Source: an optimization exercise on an open RTL-to-GDS flow (aim: small area). Production flows keep margins and buffers that such runs may drop.
In this exercise RTL edits were held to simulation tests only and were not proved equivalent to the original.
Power and IR drop assume default switching activity.

## flow/design.v (module list and top-level ports; edited modules follow where they fit)
// module SisArrayMM: 3687 lines
// module fa: 4 lines
// module ha: 4 lines
// module xor2: 3 lines
// module or2: 3 lines
module SisArrayMM #(
    parameter data_size = 16,
    parameter grid_size = 3
    ) (
    input  wire clk,
    input  wire reset,
    input  wire [data_size - 1 : 0] a1,
    input  wire [data_size - 1 : 0] a2,
    input  wire [data_size - 1 : 0] a3,
    input  wire [data_size - 1 : 0] b1,
    input  wire [data_size - 1 : 0] b2,
    input  wire [data_size - 1 : 0] b3,
    output wire [data_size - 1 : 0] c13,
    output wire [data_size - 1 : 0] c23,
    output wire [data_size - 1 : 0] c31,
    output wire [data_size - 1 : 0] c32,
    output wire [data_size - 1 : 0] c33
    );
  // ...
==> flow/run.sh <==
#!/bin/bash
# synth_recipe.tcl (not shown) runs the flow's synth.tcl, then flattens the netlist and writes it again
# the make line also repeats each setting of config.mk as NAME=value (left out here)
make -C /OpenROAD-flow-scripts/flow DESIGN_CONFIG=/design/flow/config.mk WORK_HOME=/design/flow/orfs CLKGATE_MAP_FILE= SYNTH_SCRIPT=/design/flow/synth_recipe.tcl finish
==> flow/config.mk <==
export PLATFORM = sky130hd
export DESIGN_NAME = SisArrayMM
export DESIGN_NICKNAME = SisArrayMM
export VERILOG_FILES = /design/flow/design.v
export SDC_FILE = /design/flow/constraint.sdc
export NUM_CORES = 4
export LEC_CHECK = 0
export CAP_MARGIN = 20
export CORE_MARGIN = 2
export CORE_UTILIZATION = 40
export SLEW_MARGIN = 20
export SYNTH_HIERARCHICAL = 1
export SYNTH_MINIMUM_KEEP_SIZE = 0
==> flow/constraint.sdc <==
create_clock -name core_clock -period 8.0 [get_ports {clk}]
set_input_delay 1.6000 -clock core_clock [delete_from_list [all_inputs] [get_ports {clk}]]
set_output_delay 1.6000 -clock core_clock [all_outputs]
set_load 0.01 [all_outputs]
==> out/results.tsv, run 1 <==
stage	metric	value	unit
finish	nClkBuffers	45	
setup_path	path_delay_family	adder cells	
drt	wirelength	109000	µm
power	power_density	437	nW/µm²
setup_path	path_buf_inv	4	
power	p_seq	1880	µW
floorplan	coreArea	80200	µm²
hold_path	hold_class	reg2reg	
drt	wl_met2	49100	µm
global_route	met3_usage	0.0687	
global_route	grt_max_degree	77	
floorplan	initial_core_util	0.403	
drt	wl_met3	11700	µm
setup_path	crit_cells	19	
outcome	outcome	complete, no violations	
cts	post_cts_resize_count	0	
sta	slew_viol_final	0	
synth	synth_fa_ha_area_frac	0.545	
sta	period_share	0.971	
flow_run	maxCapViolations	0	
sta	setup_viol	0	
power	p_comb	13100	µW
finish	area_growth	18.1	%
global_route	first_global_vias	26100	
power	p_comb_frac	0.788	
cts	clockBufferDepth	3	
finish	multi_input_cells	2578	
floorplan	rows	104	
cts	clkLatencyLatePin	0.57	ns
place	hpwl	86800	µm
place	placedInstanceArea	36900	µm²
setup_path	reg2regPathDepth	20	
synth	netlist_instances	3094	
power	share_seq_of_total_power	0.113	
setup_path	critPathMaxFanout	15	
drt	num_vias	23400	
sta	timing.hold.ws	0.326	ns
cts	postCtsHoldBufs	0	
setup_path	crit_required	8.45	ns
cts	cts_setup_buffers	0	
==> run 2: changes to the inputs <==
--- a/flow/config.mk
+++ b/flow/config.mk
@@ -9,3 +9,3 @@
 export CORE_MARGIN = 2
-export CORE_UTILIZATION = 40
+export CORE_UTILIZATION = 60
 export SLEW_MARGIN = 20
==> run 2 against run 1 <==
Still clean on timing, DRC and antenna. Wire length decreased by 1.2%. Sequential power hardly changed. Via count is 4.7% higher. Sequential share of layout area grew 0.20 points. Clock power decreased by 7%. Largest power group unchanged.
==> out/results.tsv, run 2 <==
stage	metric	value	unit	change
outcome	outcome	complete, no violations		
hold_path	hold_class	reg2reg		
global_route	grt_usage	0.400		
global_route	grt_max_degree	77		unchanged
place	portBuffers	177		
cts	htreeDepth	1		
synth	ys_ff_latch	253		
synth	synth_top_area_share	0.545		
synth	synth_enable_flop_cells	0		
sta	hold_violations	0		
floorplan	rows	84		-19%
drt	detail-route-antenna-nets	0		
sta	skew	0.0108	ns	
setup_path	critPathLaunchType	input port		
cts	path_clk_slew	0.06	ns	
sta	rsz0062_at_grt	no		
drt	vias_per_cell	6.06		
synth	yosys.area.top_type	fa_1		
power	p_int	9680	µW	
setup_path	path_common_cell	fa_1		
cts	numClockSinks	253		
finish	fin_util	0.710		
setup_path	critPathMaxFanout	29		+14
finish	antennaDiodeCount	0		
floorplan	io_pins	178		
place	hpwl	86300	µm	-0.58%
synth	syn_area	32300	µm²	
synth	netlist_instances	3094		unchanged
floorplan	die_h	236	µm	
synth	yosysSeqAreaShare	0.157		
sta	worst_slew_margin_rel	0.411		
setup_path	cp.arrival	8.33	ns	
finish	layout-drive-gt1-share	0.106		
finish	final_nets	4310		
sta	slew_viol_final	0		unchanged
drt	wirelength	107000	µm	-1.2%
power	share_seq_of_total_power	0.111		-0.002
place	place.gp.congestion	1.06		
sta	tns	0	ns	
setup_path	crit_required	8.48	ns	+0.03 ns
floorplan	dieArea	55600	µm²	
synth	synth.net_count	4071		
synth	avgSynthCellArea	10.4	µm²	
synth	synth_warnings	7		
cts	clkLatencyLatePin	0.60	ns	+0.03 ns
finish	layout_commonest_cell	nand2_1		
setup_path	r2r_start	b1_2[2]		
setup_path	crit_type	in2reg		
synth	synthArstFlopShare	0		
power	power.switching	7270	µW	
setup_path	crit_path_start	a3[1]		
synth	synthTopCellsByCount	nand2_1 (1224), fa_1 (879), dfxtp_1 (253)		
drt	routedWlPerCell	26.6	µm	
synth	ys.flop_type	dfxtp_1		
global_route	grt_pass1_wl	164000	µm	
cts	numCtsBuffers	30		
drt	dr.pass1.iters	6		
power	p_leak	0.0137	µW	
setup_path	critPathSlowestCell	fa_1		
global_route	grt_overflow	0		
finish	layout_common_cells	nand2_1 (1224), fa_1 (864), dfxtp_1 (253), buf_4 (249), xnor2_1 (194)		
hold_path	worstHoldStart	q1[2]		
sta	setup_viol	0		unchanged
finish	fillers	3839		
floorplan	die-width	236	µm	
cts	clockBufferDepth	3		unchanged
sta	min_period	7.85	ns	
global_route	first_global_vias	27400		+5.0%
floorplan	coreArea	52900	µm²	-34%
power	p_comb_frac	0.798		+0.010
power	power_density	451	nW/µm²	+3.3%
global_route	antenna_found_initial	2		
sta	worstMarginPinSlew	0.882	ns	
floorplan	initial_core_util	0.610		+0.208
drt	num_vias	24500		+4.7%
sta	setup_ws	0.154	ns	
power	ir_worst_vdd	0.00189	V	
finish	reg_top3	p23: 19 flops, p32: 19 flops, q1: 19 flops		
setup_path	cp-end-kind	register		
sta	period_share	0.981		+0.0102
synth	netlist-cell-type-count	18		
synth	synth_most_common_cell	nand2_1		
cts	root_buffer	clkbuf_16		
synth	ys_top_cells_by_area	fa_1 (55%), dfxtp_1 (16%), nand2_1 (14%)		
drt	drc	0		
cts	cts_tree	done		
cts	cts_setup_buffers	0		unchanged
finish	area_growth	16.4	%	
flow_run	maxCapViolations	0		unchanged
setup_path	max_stage_delay	0.57	ns	
sta	fmax	0.127	GHz	
place	dp_worst_setup_slack	-0.693	ns	
setup_path	crit_chain	clkdlybuf4s50_1, buf_4, buf_6, nand2_1, fa_1, fa_1, fa_1, fa_1, fa_1, fa_1, fa_1, fa_1, xor2_1, buf_4, xnor3_1, xnor3_1, xnor3_1, xnor3_1, xnor3_1		
place	dp.cells	3989		
drt	dr.first_iter.drc_count	2750		
power	p_clk_frac	0.090		
finish	instances_no_fill	4043		
power	switching_share	0.429		
[run 2: cell counts after synthesis]
No cell type changed its count.
[run 2: kinds of logic (layout without fill, tap and decap cells)]
group / Yosys count / after routing / synth area share
XOR/XNOR: 324 / 324 / 0.0924
AND/OR/NAND/NOR: 1375 / 1375 / 0.171
adder cells (fa/ha/maj): 879 / 879 / 0.545
buffers and inverters: 263 / 524 / 0.0341
flip-flops: 253 / 253 / 0.157
[run 2: what timing repair did]
action,in CTS,in global routing
pin swaps,2,4
gates resized for setup,1,5
endpoints found under the setup margin,1,3
hold buffers,0,0
[run 2: per-module statistics from Yosys (local to each module, per instance)]
module / cells inside / flip-flops and latches / times used / area [µm²]
fa: 1 / 0 / 879 / 20.0
SisArrayMM: 2077 / 253 / 1 / 13600
or2: 1 / 0 / 69 / 6.26
xor2: 1 / 0 / 69 / 8.76
[run 2: final cells by class]
class,count,area (µm²),area share
multi-input combinational,2578,26200,0.696
sequential,253,5060,0.135
timing repair buffer,462,4340,0.116
tap,688,861,0.0229
clock buffer,38,821,0.0219
clock inverter,16,285,0.00760
inverter,8,30.0,0.000800
[run 2: path summary, 6_finish.rpt]
| path | to | cells after the start | slack [ns] |
|---|---|---|---|
| max | q1[18] | 19 | 0.15 |
| min | q2[2] | 0 | 0.33 |
| max reg2reg | r13[16] | 21 | 1.18 |
| min reg2reg | q2[2] | 0 | 0.33 |
[run 2: metal layers]
layer / track usage / wire, µm
met3: 0.0983 / 13000
met2: 0.623 / 49200
met5: 0 / 27
met1: 0.519 / 37900
met4: 0.225 / 7290
[run 2: power by group through the flow]
stage | clock (µW) | combinational (µW) | sequential [µW]
after floorplan | 0 | 9390 | 1840
after global placement | 0 | 13300 | 1890
after detailed placement | 0 | 13500 | 1900
after CTS | 1550 | 13700 | 1880
after global routing | 1610 | 14800 | 1900
final | 1530 | 13500 | 1880
[run 2: worst max-delay path, delay by kind of cell]
kind	cells	cell delay [ns]
XOR/XNOR	6	1.80
adder cells (fa/ha/maj)	8	3.68
buffers and inverters	4	1.07
AND/OR/NAND/NOR	1	0.14
[run 2: through the flow]
stage | power (µW) | hold WS, ns | instance area (µm²)
3_5_place_dp | 15400 | 0.317 | 36400
2_1_floorplan | 11200 | 0.310 | 32400
5_1_grt | 18300 | 0.332 | 37500
4_1_cts | 17100 | 0.331 | 37500
6_report | 16900 | 0.331 | 37500
3_3_place_gp | 15200 | 0.311 | 36400
==> run 3: changes to the inputs <==
--- a/flow/config.mk
+++ b/flow/config.mk
@@ -7,6 +7,7 @@
 export LEC_CHECK = 0
-export CAP_MARGIN = 20
+export CAP_MARGIN = 0
 export CORE_MARGIN = 2
-export CORE_UTILIZATION = 60
-export SLEW_MARGIN = 20
+export CORE_UTILIZATION = 65
+export CTS_BUF_LIST = sky130_fd_sc_hd__clkbuf_4 sky130_fd_sc_hd__clkbuf_8
+export SLEW_MARGIN = 0
 export SYNTH_HIERARCHICAL = 1
==> run 3 against run 2 <==
Still clean on timing, DRC and antenna. Worst setup slack better by 0.039 ns. Combinational power is essentially flat. Maximum frequency grew 0.50%. Area after synthesis unchanged. Critical endpoint is now r31[16]. Highest routed layer unchanged.
==> out/results.tsv, run 3 <==
stage	metric	value	unit	change
drt	routedWlPerCell	27.2	µm	+2.4%
sta	rsz0062_at_grt	no		
drt	vias_per_cell	6.21		+2.5%
floorplan	die_h	227	µm	-3.9%
power	p_leak	0.0136	µW	about the same
synth	synth_enable_flop_cells	0		unchanged
cts	postCtsHoldBufs	0		unchanged
finish	area_growth	16.3	%	
cts	cts_tree	done		
setup_path	critPathMaxFanout	6		-79%
finish	reg_top3	p23: 19 flops, p32: 19 flops, q1: 19 flops		
cts	clkLatencyLatePin	0.69	ns	+0.09 ns
sta	skew	0.0531	ns	+0.0423 ns
floorplan	die-width	227	µm	-3.9%
finish	fillers	3164		-18%
synth	synthArstFlopShare	0		unchanged
synth	synth_most_common_cell	nand2_1		
place	hpwl	86900	µm	+0.63%
synth	ys.flop_type	dfxtp_1		
setup_path	critPathLaunchType	input port		
floorplan	initial_core_util	0.659		+0.0488
place	placedInstanceArea	36300	µm²	-0.25%
synth	synth.net_count	4071		unchanged
floorplan	rows	81		-3.6%
synth	synth_top_area_share	0.545		unchanged
cts	path_clk_slew	0.06	ns	about the same
drt	wl_met3	15200	µm	+17%
synth	avgSynthCellArea	10.4	µm²	unchanged
drt	wl_met2	49900	µm	+1.4%
drt	num_vias	25100		+2.2%
finish	instances_no_fill	4033		-0.25%
sta	worstMarginPinSlew	0.910	ns	+0.0286 ns
power	ir_worst_vdd	0.00253	V	+34%
outcome	outcome	complete, no violations		
floorplan	dieArea	51400	µm²	-7.6%
cts	numClockSinks	253		unchanged
setup_path	cp-end-kind	register		
drt	dr.first_iter.drc_count	3374		+23%
synth	synthTopCellsByCount	nand2_1 (1224), fa_1 (879), dfxtp_1 (253)		
setup_path	crit_required	8.53	ns	+0.05 ns
synth	ys_ff_latch	253		unchanged
global_route	first_global_vias	28300		+3.3%
sta	worst_slew_margin_rel	0.392		-0.0191
drt	detail-route-antenna-nets	0		unchanged
setup_path	cp.arrival	8.33	ns	about the same
place	place.gp.congestion	1.09		+3.5%
finish	layout_commonest_cell	nand2_1		
cts	numCtsBuffers	46		+53%
sta	timing.hold.ws	0.330	ns	-0.000332 ns
floorplan	coreArea	49000	µm²	-7.4%
finish	final_area	37500	µm²	-0.11%
global_route	grt_pass1_wl	166000	µm	+1.3%
flow_run	maxCapViolations	0		unchanged
synth	syn_area	32300	µm²	unchanged
cts	cts_setup_buffers	0		unchanged
global_route	grt_max_degree	77		unchanged
synth	synth_warnings	7		unchanged
sta	setup_viol	0		unchanged
drt	dr.pass1.iters	6		unchanged
sta	fmax	0.128	GHz	+0.50%
place	portBuffers	177		unchanged
drt	routed.top_layer	met5		
drt	drc	0		unchanged
synth	netlist-cell-type-count	18		unchanged
setup_path	crit_type	in2reg		
finish	final_nets	4308		-0.046%
synth	yosys.area.top_type	fa_1		
synth	netlist_instances	3094		unchanged
cts	clockBufferDepth	3		unchanged
synth	yosysSeqAreaShare	0.157		unchanged
cts	htreeDepth	2		+1
cts	root_buffer	clkbuf_8		
synth	ys_top_cells_by_area	fa_1 (55%), dfxtp_1 (16%), nand2_1 (14%)		
sta	hold_violations	0		unchanged
power	power_density	459	nW/µm²	+1.7%
finish	layout_common_cells	nand2_1 (1224), fa_1 (865), dfxtp_1 (253), buf_4 (226), xnor2_1 (190)		
finish	layout-drive-gt1-share	0.111		+0.00500
sta	period_share	0.976		-0.00491
drt	wl_met1	35800	µm	-5.4%
place	dp.cells	3947		-1.1%
global_route	grt_usage	0.451		+0.0501
floorplan	io_pins	178		unchanged
hold_path	hold_class	reg2reg		
sta	slew_viol_final	0		unchanged
drt	wirelength	110000	µm	+2.2%
global_route	antenna_found_initial	4		+2
sta	min_period	7.81	ns	-0.0393 ns
global_route	grt_overflow	0		unchanged
## run 3: cell counts after synthesis
Identical to the previous run, type by type.
## run 3: final timing paths
check	start	to	slack, ns	cells past startpoint
max reg2reg	b1_2[2]	r13[16]	0.96	20
min reg2reg	q1[6]	q2[6]	0.33	0
max	b3[3]	r31[16]	0.19	22
min	q1[6]	q2[6]	0.33	0
## run 3: modules after synthesis, one instance, submodules excluded
module | cell area [µm²] | cells inside | flip-flops and latches
SisArrayMM | 13600 | 2077 | 253
fa | 20.0 | 1 | 0
xor2 | 8.76 | 1 | 0
or2 | 6.26 | 1 | 0
## run 3: kinds of logic (layout without fill, tap and decap cells)
logic type	count (synthesis)	after routing	synth area share
buffers and inverters	263	535	0.0341
adders and majority gates	879	879	0.545
and+or+nand+nor	1375	1375	0.171
other	0	3	0
DFF	253	253	0.157
xor gates and xnor gates	324	324	0.0924
## run 3: worst max-delay path, cell delays in order
cell and delay [ns]:
clkdlybuf4s50_1 0.53, buf_12 0.15, nand2_1 0.08, fa_2 0.40
fa_1 0.48, fa_2 0.38, fa_1 0.39, fa_2 0.35
fa_1 0.39, fa_2 0.35, fa_1 0.39, fa_2 0.35
fa_2 0.34, fa_2 0.34, fa_2 0.34, fa_1 0.41
xnor2_2 0.17, xnor2_2 0.15, xnor2_2 0.15, xnor2_1 0.14
xnor3_1 0.38, nand2_1 0.05
## run 3: power by group
| part | leakage, µW | total, µW | internal (µW) | switching [µW] |
|---|---|---|---|---|
| Combinational | 0.0110 | 13800 | 7020 | 6770 |
| Clock | 0.000572 | 1530 | 899 | 630 |
| Sequential | 0.00211 | 1890 | 1740 | 152 |
## run 3: per-layer routing
metal  up-vias  global-route usage
met2      2388               0.691
met4         2               0.289
met3       634               0.145
met5         -                   0
li1       9568                   -
met1     12500               0.555
## run 3: final cells by class
class                           count  area [µm²]  area share
Inverter                            8        30.0    0.000801
Tap cell                          664         831      0.0221
Clock buffer                       58         767      0.0204
Sequential cell                   253        5060       0.135
Clock inverter                     25         357     0.00951
Multi-Input combinational cell   2578       26200       0.698
Timing Repair Buffer              444        4270       0.114
Antenna cell                        3        7.51    0.000200
## run 3: timing repair
item / in CTS / in global routing
resized for setup: 0 / 8
endpoints found under the setup margin: 1 / 3
pin swaps: 1 / 8
## run 3: through the flow
| step | power (µW) | setup TNS [ns] | setup slack (ns) | util |
|---|---|---|---|---|
| 5_1_grt | 18500 | 0 | 0.00973 | 0.766 |
| 3_5_place_dp | 15500 | -3.49 | -0.727 | 0.742 |
| 4_1_cts | 17100 | 0 | 0.00890 | 0.765 |
| 3_3_place_gp | 15000 | -2.00 | -0.621 | 0.742 |
| 6_report | 17200 | 0 | 0.193 | 0.766 |
| 2_1_floorplan | 11200 | -0.00775 | -0.00775 | - |

==> port drivers added, routing unchanged <==
No port has a modelled driver above. Below, the same layouts with a new extraction and two added sets of constraints.
Step 1 assumes that a clkbuf_16 drives the clock port and a buf_2 every other input.
Step 2 times the ports against the registers' clock, not the clock port: input delays grow and output delays shrink by t, the midpoint of the rising clock arrivals with the driver on.
Slacks: ideal / step 1 / step 2; pairs: ideal / step 1.
run	shift t [ns]	setup slack, ns	clock arrival spread, ns	worst slew at a driven data input, ns
run 1	0.627	0.235 / 0.276 / -0.352	0.026 / 0.025	0.13
run 2	0.653	0.154 / 0.187 / -0.466	0.015 / 0.016	0.13
run 3	0.714	0.193 / 0.221 / -0.493	0.065 / 0.065	0.15
Met with ideal ports but missed after step 2: setup timing in every run listed. The setup slack of run 3, which loses most, moves by +0.028 ns with the drivers and by -0.686 ns with both steps.
